This design comes from an exercise in tuning for small area and a short achievable clock period on the open sky130 flow, not from production work.
RTL that was checked went through simulation tests only; none was proved equivalent to the original.
Power figures rest on the tool's default switching activity, not on a simulated workload.

// multiplier_logic
module multiplier_logic (
    input  wire        clk,
    input  wire        rst_n,
    input  wire [15:0] a,
    input  wire [15:0] b,
    output reg  [31:0] y
);
  reg r1_a0;
  reg r1_a1;
  reg r1_a2;
  reg r1_a3;
  reg r1_a4;
  reg r1_a5;
  reg r1_a6;
  reg r1_a7;
  reg r1_a8;
  reg r1_a9;
  reg r1_a10;
  reg r1_a11;
  reg r1_a12;
  reg r1_a13;
  reg r1_a14;
  reg r1_a15;
  reg r1_b15;
  reg r1_one1;
  reg r1_two2;
  reg r1_neg3;
  reg r1_one4;
  reg r1_two5;
  reg r1_neg6;
  reg r1_one7;
  reg r1_two8;
  reg r1_neg9;
  reg r1_one10;
  reg r1_two11;
  reg r1_neg12;
  reg r1_one13;
  reg r1_two14;
  reg r1_neg15;
  reg r1_one16;
  reg r1_two17;
  reg r1_neg18;
  reg r1_one19;
  reg r1_two20;
  reg r1_neg21;
  reg r1_one22;
  reg r1_two23;
  reg r1_neg24;
  reg r2_s193;
  reg r2_s195;
  reg r2_s199;
  reg r2_c200;
  reg r2_s201;
  reg r2_p63;
  reg r2_s203;
  reg r2_c202;
  reg r2_c204;
  ...
Size: ~1000 cells after synthesis, ~66 I/O pins.
export LEC_CHECK = 0
export CAP_MARGIN = 20
export CORE_MARGIN = 2
export CORE_UTILIZATION = 40
export CTS_CLUSTER_DIAMETER = 60
export CTS_CLUSTER_SIZE = 50
export PLACE_DENSITY = 0.7
export SETUP_SLACK_MARGIN = 2.5
export SLEW_MARGIN = 20
export SYNTH_HIERARCHICAL = 1
export SYNTH_MINIMUM_KEEP_SIZE = 0
create_clock -name core_clock -period 4.5 [get_ports {clk}]
run.sh (not shown) runs the stock make flow with config.mk's settings and CLKGATE_MAP_FILE= SYNTH_SCRIPT=/design/flow/synth_recipe.tcl, a recipe that flattens the netlist after the stock synthesis.
The first run went through all stages and came out clean.
Change:
Settings changed: PLACE_DENSITY 0.7 to 0.8.
Sequential share of layout area came out lower by 0.32 points.
Die area is unchanged.
Setup slack degrades by 0.072 ns.
Critical path depth came out higher by 1.
Register-to-register slack degrades by 0.07 ns.
Final area came out higher by 0.86%.
Change:
Settings changed: PLACE_DENSITY 0.8 to 0.7, SETUP_SLACK_MARGIN 2.5 to 2.45.
=> Critical path depth fell by 4; non-clock buffer count came out lower by 27; cell count drops by 1.5%; count of clock-buffer cells in the layout climbs by 2; first-iteration DRC count climbs by 21%; setup slack improves by 0.044 ns; area after synthesis stays the same; synthesized cell count is unchanged; cell area decreases by 0.89%; register-to-register slack improves by 0.05 ns; worst hold slack improved by 0.014 ns.
Change:
Settings changed: GPL_ROUTABILITY_DRIVEN set to 0, PLACE_DENSITY 0.7 to not set, SETUP_SLACK_MARGIN 2.45 to 2.5.
Effect: Combinational power is higher by about 4%. Routed wire length rises by 4.8%. Cell count grows by 2.1%. Worst setup slack is better by 0.0098 ns. Design area climbs by 2.4%. Sequential power is about the same. Synthesized area stays the same. Non-clock buffer count rose by 23. Via count rose by 1.8%.
No run of this note included a check of the RTL's function; only the layout flow was run.

* * *

Setup of tundra:
Another version of the RTL of multiplier_logic (not shown whole).
Size in the first run: roughly 1000 cells after synthesis, roughly 270 flip-flops, roughly 66 I/O pins.
Settings: LEC_CHECK=0, CAP_MARGIN=10, CORE_MARGIN=2, CORE_UTILIZATION=40, CTS_CLUSTER_DIAMETER=60, CTS_CLUSTER_SIZE=50, SETUP_SLACK_MARGIN=2.5, SLEW_MARGIN=10, SYNTH_HIERARCHICAL=1, SYNTH_MINIMUM_KEEP_SIZE=0; clock period 4.5 ns.
standard.sh (not shown) runs the stock make flow with config.mk's settings and CLKGATE_MAP_FILE= SYNTH_SCRIPT=/design/flow/synth_recipe.tcl, a recipe that flattens the netlist after the stock synthesis.
==> flow/flow/run.sh <==
#!/bin/bash
# Layout: the standard flow (standard.sh) with two changes to how it is
# built, none to what is built or measured:
#  - the port buffers that global placement inserts are plain buf_1 cells
#    (repair_timing still resizes any that timing needs);
#  - clock tree synthesis runs with the settings of config.mk
#    (CTS_CLUSTER_SIZE 50, CTS_CLUSTER_DIAMETER 60) but inserts no dummy
#    load cells.
# All tool output goes to standard_flow.log here; ORFS's per-step logs stay
# under orfs/logs/.
set -euo pipefail
export BUFFER_PORTS_ARGS="-buffer_cell sky130_fd_sc_hd__buf_1"
export CTS_ARGS="-sink_clustering_enable -repair_clock_nets -sink_clustering_size 50 -sink_clustering_max_diameter 60 -dont_use_dummy_load"
bash standard.sh > standard_flow.log 2>&1
### tundra -> willow
Settings: SLEW_MARGIN: 10 -> 20; CAP_MARGIN: 10 -> 20; SETUP_SLACK_MARGIN: 2.5 -> 2.6.
==> run summary <==
When the final numbers for tundra and willow were put side by side, the fraction of met2 tracks used by global routing turned out to be smaller in tundra. Relative to tundra, wire length has increased by about 13% in willow. Status: post-CTS clock slew at the launch and capture registers of the worst setup and hold paths parity (tundra, willow). Post-CTS setup buffer count is higher on willow. Launching instance or port of the critical path: r1_a7$_DFF_P_ -> willow, r3_s377$_DFF_P_ -> tundra. Count of routing violations after the opening detailed-route iteration grows by more than 10% when moving from tundra to willow. Critical path depth: willow < tundra. Delta (willow minus tundra): final cell count has increased; cell area picked up an extra 0.0017 mm2; fraction of the core area covered by cells at the end of the flow picked up an extra 5.7 points; count of instances resized after the clock tree is built +60.

* * *

multiplier_logic, a different RTL version from the one above (not shown whole).
For scale: roughly 1100 cells after synthesis, roughly 66 I/O pins, ~13000 µm² of cells after synthesis.
clock: 4.5 ns
lec_check: 0
cap_margin: 20
core_margin: 2
core_utilization: 40
cts_cluster_diameter: 60
cts_cluster_size: 50
setup_slack_margin: 2.6
slew_margin: 20
synth_hierarchical: 1
synth_minimum_keep_size: 0
run.sh (not shown) runs the stock make flow with config.mk's settings and CLKGATE_MAP_FILE= SYNTH_SCRIPT=/design/flow/synth_recipe.tcl, a recipe that flattens the netlist after the stock synthesis.
Stock flow here: none of the scripts above is used.
The starting point passed the timing, DRC and antenna checks.
Rerun with:
--- a/flow/config.mk
+++ b/flow/config.mk
@@ -12,3 +12,3 @@
 export CTS_CLUSTER_SIZE = 50
-export SETUP_SLACK_MARGIN = 2.6
+export SETUP_SLACK_MARGIN = 2.5
 export SLEW_MARGIN = 20
Result: Via count came out lower by 1.0%. Wire length went down by 2.7%. Cell area is lower by 4.2%. Sequential cell count stays the same. Count of clock-buffer cells in the layout came out higher by 2. Setup slack gets worse by 0.16 ns. Power decreases by 2.1%. Global-route usage is lower by 0.13 points. Utilization decreases by 2.1 points.
No functional check of the RTL was part of any run of this note.

* * *

job 9551:
RTL: one of the versions met above, not the one the previous note started from.
Size in the first run: ~1000 cells after synthesis, ~270 flip-flops, about 66 I/O pins.
Settings: LEC_CHECK=0, CAP_MARGIN=20, CORE_MARGIN=2, CORE_UTILIZATION=40, CTS_CLUSTER_DIAMETER=60, CTS_CLUSTER_SIZE=50, PLACE_DENSITY=0.7, SETUP_SLACK_MARGIN=2.55, SLEW_MARGIN=20, SYNTH_HIERARCHICAL=1, SYNTH_MINIMUM_KEEP_SIZE=0; clock period 4.5 ns.
diff inputs: job 9551 => job 1452
- a change of SETUP_SLACK_MARGIN from 2.55 to 2.5
- a deleted PLACE_DENSITY that had been 0.7
==> flow/flow/run.sh (new file) <==
#!/bin/bash
# Layout: the standard flow (standard.sh) with two changes to how it is
# built, none to what is built or measured:
#  - the port buffers that global placement inserts are plain buf_1 cells
#    (repair_timing still resizes any that timing needs);
#  - clock tree synthesis runs with the settings of config.mk
#    (CTS_CLUSTER_SIZE 50, CTS_CLUSTER_DIAMETER 60) but inserts no dummy
#    load cells.
# All tool output goes to standard_flow.log here; ORFS's per-step logs stay
# under orfs/logs/.
set -euo pipefail
export BUFFER_PORTS_ARGS="-buffer_cell sky130_fd_sc_hd__buf_1"
export CTS_ARGS="-sink_clustering_enable -repair_clock_nets -sink_clustering_size 50 -sink_clustering_max_diameter 60 -dont_use_dummy_load"
export SKIP_GATE_CLONING=1
bash standard.sh > standard_flow.log 2>&1
==> flow/standard.sh (new file) <==
#!/bin/bash
# synth_recipe.tcl (not shown) runs the flow's synth.tcl, then flattens the netlist and writes it again
# the make line also repeats each setting of config.mk as NAME=value (left out here)
make -C /OpenROAD-flow-scripts/flow DESIGN_CONFIG=/design/flow/config.mk WORK_HOME=/design/flow/orfs CLKGATE_MAP_FILE= SYNTH_SCRIPT=/design/flow/synth_recipe.tcl "${@:-finish}"
removed: flow/run.sh
[summary]
- Job 1452 completed every stage of the flow, and the final layout passed the timing, DRC and antenna checks.
- Job 1452 vs. job 9551: detailed-route wire length per cell shows an increase of 3.4%, synthesis-to-finish area growth saw a decrease, sequential-cell power consumption was more or less identical, sequential share of layout area went up by 1.9 points, clock insertion delay at the later pin of the skew report ~0 delta.
- [job 1452] total met3 wirelength after detailed routing fell 320 um relative to job 9551
- Job 1452 against job 9551: peak clock frequency supported by timing lost about 0.38%; wire length picked up an extra 1.3%.
What job 170 does differently from job 1452 at the input level:
==> flow/run.sh (new file) <==
#!/bin/bash
# synth_recipe.tcl (not shown) runs the flow's synth.tcl, then flattens the netlist and writes it again
# the make line also repeats each setting of config.mk as NAME=value (left out here)
make -C /OpenROAD-flow-scripts/flow DESIGN_CONFIG=/design/flow/config.mk WORK_HOME=/design/flow/orfs CLKGATE_MAP_FILE= SYNTH_SCRIPT=/design/flow/synth_recipe.tcl finish
removed: flow/flow/run.sh
removed: flow/standard.sh
Notes after the runs:
- Going from job 1452 to job 170, shortest period the worst path allows now larger, first-pass GRT wire length +about 3.4%, biggest fanout along the worst timing path now sits lower.
- From job 1452 to job 170 the numbers moved as follows: combinational power saw an increase; number of standard cells in the final layout excluding fillers increased about 0.8%.
- Number of non-clock buffers sits lower in job 170 than in job 1452.
- What job 1452 reported for clock distribution power has to be multiplied by 1.3 to get the figure for job 170.
- Data-path buffer share of cell area in the final layout (job 170 over job 1452): increase, 1.3 points
- On fmax, job 1452 and job 170 are basically level.
- Between job 170 and job 1452, it is job 170 whose final worst hold slack is higher, by 0.019 ns.

* * *

## run A
RTL: one of the versions met above, not the one the previous note started from.
Size in the first run: roughly 1,000 cells after synthesis, roughly 270 flip-flops, ~66 I/O pins, roughly 0.012 sq mm of cells after synthesis.
clock: 4.5 ns
lec_check: 0
cap_margin: 20
core_margin: 2
core_utilization: 40
cts_cluster_diameter: 60
cts_cluster_size: 50
setup_slack_margin: 2.5
slew_margin: 20
synth_hierarchical: 1
synth_minimum_keep_size: 0
Stock flow here: none of the scripts above is used.
Run A | stages: all done | timing, DRC, antenna: all pass
[inputs] run B vs run A
==> flow/flow/run.sh (new file) <==
#!/bin/bash
# Layout: the standard flow (standard.sh), with the port buffers that
# global placement inserts made from plain buf_1 cells instead of the tool's
# default pick; repair_timing still resizes them where timing needs it.
set -euo pipefail
export BUFFER_PORTS_ARGS="-buffer_cell sky130_fd_sc_hd__buf_1"
bash standard.sh > standard_flow.log 2>&1
==> flow/standard.sh (new file) <==
#!/bin/bash
# synth_recipe.tcl (not shown) runs the flow's synth.tcl, then flattens the netlist and writes it again
# the make line also repeats each setting of config.mk as NAME=value (left out here)
make -C /OpenROAD-flow-scripts/flow DESIGN_CONFIG=/design/flow/config.mk WORK_HOME=/design/flow/orfs CLKGATE_MAP_FILE= SYNTH_SCRIPT=/design/flow/synth_recipe.tcl "${@:-finish}"
removed: flow/run.sh
Results
No stage failed in run A, and the final checks on the layout all came back clean. Run B: all stages complete, timing, DRC and antenna checks passed. Taking run A over run B, the clock buffer count in the final layout ratio works out to 1.09. For run A, the first element of the critical path was r1_a7, unlike run B, where it was r1_a4. Net switching component of the power went down by a few percent going from run A to run B. Diff run A -> run B: internal power contribution shows a reduction of about 0.7%, worst clock skew shows no meaningful change, power shows a reduction of about 1.6%, area of all placed cells without fillers shows a reduction of about 2%. Compared to run A, run B shows a narrower setup margin. Run B ends up with a average via count per standard cell that is 1.5% lower than in run A. Run B vs run A: wire length down slightly. [diff] worst setup slack after placement, run B relative to run A: regression.
## Diff of input files: run C against run B
# run B
export LEC_CHECK = 0
export CAP_MARGIN = 20
export CORE_MARGIN = 2
export CORE_UTILIZATION = 40
export CTS_CLUSTER_DIAMETER = 60
export CTS_CLUSTER_SIZE = 50
export SETUP_SLACK_MARGIN = 2.5
export SLEW_MARGIN = 20
export SYNTH_HIERARCHICAL = 1
export SYNTH_MINIMUM_KEEP_SIZE = 0
create_clock -name core_clock -period 4.5 [get_ports {clk}]
# run C
export LEC_CHECK = 0
export CAP_MARGIN = 20
export CORE_MARGIN = 2
export CORE_UTILIZATION = 40
export CTS_CLUSTER_DIAMETER = 60
export CTS_CLUSTER_SIZE = 50
export SETUP_SLACK_MARGIN = 2.45
export SLEW_MARGIN = 20
export SYNTH_HIERARCHICAL = 1
export SYNTH_MINIMUM_KEEP_SIZE = 0
create_clock -name core_clock -period 4.5 [get_ports {clk}]
==> flow/run.sh (new file) <==
#!/bin/bash
# synth_recipe.tcl (not shown) runs the flow's synth.tcl, then flattens the netlist and writes it again
# the make line also repeats each setting of config.mk as NAME=value (left out here)
make -C /OpenROAD-flow-scripts/flow DESIGN_CONFIG=/design/flow/config.mk WORK_HOME=/design/flow/orfs CLKGATE_MAP_FILE= SYNTH_SCRIPT=/design/flow/synth_recipe.tcl finish
removed: flow/flow/run.sh
removed: flow/standard.sh
==> run summary <==
Number of fill cells in the layout down 13 in run C wrt run B
Re final critical-path setup slack: run C is 0.025 ns up on run B.
Run C: done, clean on timing, DRC and antenna
Run B finished every step from synthesis to the final layout, and the layout passed the timing, DRC and antenna checks.
Higher number of nets at the end of the flow goes to run B over run C.
Input-level comparison between run D and run C:
# run C
export LEC_CHECK = 0
export CAP_MARGIN = 20
export CORE_MARGIN = 2
export CORE_UTILIZATION = 40
export CTS_CLUSTER_DIAMETER = 60
export CTS_CLUSTER_SIZE = 50
export SETUP_SLACK_MARGIN = 2.45
export SLEW_MARGIN = 20
export SYNTH_HIERARCHICAL = 1
export SYNTH_MINIMUM_KEEP_SIZE = 0
create_clock -name core_clock -period 4.5 [get_ports {clk}]
# run D
export LEC_CHECK = 0
export CAP_MARGIN = 20
export CORE_MARGIN = 2
export CORE_UTILIZATION = 40
export CTS_CLUSTER_DIAMETER = 60
export CTS_CLUSTER_SIZE = 50
export SETUP_SLACK_MARGIN = 2.55
export SLEW_MARGIN = 20
export SYNTH_HIERARCHICAL = 1
export SYNTH_MINIMUM_KEEP_SIZE = 0
create_clock -name core_clock -period 4.5 [get_ports {clk}]
Results
The maximum number of pins on one net before global-route repair in run D was lower than what run C gave.
Compared with run C, in run D post-route worst setup slack went down by 0.0075 ns, global-route total usage across every layer increased 0.75 points, clock period minus worst slack now larger, instance area after placement increased 150 sq um.
No run of this note included a check of the RTL's function; only the layout flow was run.

* * *

run 2:
Another version of the RTL of multiplier_logic (not shown whole).
For scale: roughly 950 cells after synthesis, about 250 flip-flops, ~66 I/O pins, about 0.012 mm2 of cells after synthesis.
Design multiplier_logic, start of the top module:
module multiplier_logic (
    input  wire        clk,
    input  wire        rst_n,
    input  wire [15:0] a,
    input  wire [15:0] b,
    output reg  [31:0] y
);
clock: 4.5 ns
lec_check: 0
cap_margin: 20
core_margin: 2
core_utilization: 40
slew_margin: 20
synth_hierarchical: 1
synth_minimum_keep_size: 0
Stock flow here: none of the scripts above is used.
The inputs of run 1 differ from those of run 2 as listed below.
- SETUP_SLACK_MARGIN newly set to 2.1
Results
Run 2 vs run 1, cell with the largest stage delay on the worst path: sky130_fd_sc_hd__dfxtp_1 vs sky130_fd_sc_hd__fa_2
Min least setup slack across all paths after layout across run 1 and run 2: run 2
Compared with run 2, in run 1 wire length ~0 delta, maximum clock frequency +46 MHz, cell leakage power +0.36%.
For total clock buffers created by CTS, run 2 and run 1 come out practically identical.
No functional check of the RTL was part of any run of this note.

* * *

multiplier_logic, a different RTL version from the one above (not shown whole).
Size in the first run: ~1,000 cells after synthesis, ~270 flip-flops, about 66 I/O pins, roughly 12,000 um^2 of cells after synthesis.
clock: 4.5 ns
lec_check: 0
cap_margin: 20
core_margin: 2
core_utilization: 40
setup_slack_margin: 2.6
slew_margin: 20
synth_hierarchical: 1
synth_minimum_keep_size: 0
tns_end_percent: 5
Then changed:
SETUP_SLACK_MARGIN = 2.5   (was 2.6)
TNS_END_PERCENT = not set   (was 5)
Outcome: The changed run completed with no timing, DRC or antenna violations. Cell area is lower by 3.6%. Fmax went up by 1.8%. Total power is lower by 1.1%. Setup slack improves by 0.037 ns. Wire length falls by 2.3%.
Then changed:
SETUP_SLACK_MARGIN = 2.4   (was 2.5)
TNS_END_PERCENT = 5   (was not set)
Effect:
- clock skew is about the same
- setup slack got worse by 0.28 ns
- combinational power goes down by 6.6%
- final area goes down by 0.55%
- area after synthesis stays the same
- clock-buffer cell count goes down by 2
- wire length goes down by about 4.4%
- clock power goes up by about 12%
- sequential cell count stays the same
- sequential power hardly moves
Then changed:
SETUP_SLACK_MARGIN = 2.5   (was 2.4)
What happened: First-iteration DRC count decreases by 24%; total power goes down by 1.1%; area after synthesis does not change; count of clock-buffer cells in the layout climbs by 3; combinational power increases by about 3%; routed wire length barely changes; maximum frequency came out higher by 12%; clock skew increases by 0.010 ns; cell count hardly moves; clock power drops by about 8%.
Then changed:
CTS_CLUSTER_DIAMETER = 60   (was not set)
CTS_CLUSTER_SIZE = 50   (was not set)
TNS_END_PERCENT = not set   (was 5)
After rerunning: Fmax is higher by 0.72%; flip-flop and latch count is unchanged; count of clock-buffer cells in the layout is lower by 13.

==> port drivers added, routing unchanged <==
Ports are ideal in the flow. The routed layouts listed here were re-timed in OpenROAD. Step 1 sets driving cells, clkbuf_16 on the clock port and buf_2 on the other inputs (assumed; they add their load-dependent delay and slew). Step 2, shift: input delay + t, output delay - t, t = (earliest + latest rising clock arrival at the registers) / 2. This alone moves slack from input paths to output paths. a / b / c = no drivers / after step 1 / after step 2; a / b = the first two.
run | shift t [ns] | slack for setup (ns) | clock arrival spread, ns
the first run of note 1 | 0.548 | 2.521 / 2.513 / 2.284 | 0.029 / 0.029
the second run of note 1 | 0.542 | 2.449 / 2.449 / 2.071 | 0.039 / 0.039
the third run of note 1 | 0.550 | 2.492 / 2.446 / 2.074 | 0.033 / 0.034
the fourth run of note 1 | 0.565 | 2.502 / 2.500 / 2.076 | 0.017 / 0.017
tundra | 0.551 | 2.535 / 2.535 / 2.273 | 0.055 / 0.055
willow | 0.542 | 2.463 / 2.463 / 2.257 | 0.055 / 0.055
the first run of note 3 | 0.578 | 2.458 / 2.458 / 2.417 | 0.026 / 0.026
the second run of note 3 | 0.580 | 2.296 / 2.296 / 2.075 | 0.020 / 0.020
job 9551 | 0.566 | 2.548 / 2.548 / 2.183 | 0.034 / 0.034
job 1452 | 0.553 | 2.541 / 2.541 / 2.262 | 0.062 / 0.063
job 170 | 0.572 | 2.535 / 2.492 / 2.052 | 0.031 / 0.030
run A | 0.572 | 2.520 / 2.489 / 2.080 | 0.020 / 0.021
run B | 0.558 | 2.477 / 2.477 / 2.287 | 0.020 / 0.020
run C | 0.562 | 2.502 / 2.455 / 2.136 | 0.016 / 0.015
run D | 0.562 | 2.494 / 2.494 / 2.146 | 0.026 / 0.026
run 2 | 0.573 | 1.841 / 1.841 / 1.841 | 0.019 / 0.020
run 1 | 0.572 | 2.129 / 2.129 / 2.118 | 0.020 / 0.020
the first run of note 7 | 0.583 | 2.459 / 2.448 / 2.089 | 0.008 / 0.007
the second run of note 7 | 0.578 | 2.496 / 2.494 / 2.106 | 0.014 / 0.014
the third run of note 7 | 0.583 | 2.218 / 2.169 / 1.966 | 0.013 / 0.013
the fourth run of note 7 | 0.585 | 2.469 / 2.446 / 1.918 | 0.024 / 0.024
the fifth run of note 7 | 0.555 | 2.484 / 2.484 / 2.085 | 0.014 / 0.014
After both steps setup and hold are still met in every run listed. The setup slack of the fourth run of note 7, which loses most, moves by -0.023 ns with the drivers and by -0.551 ns with both steps.
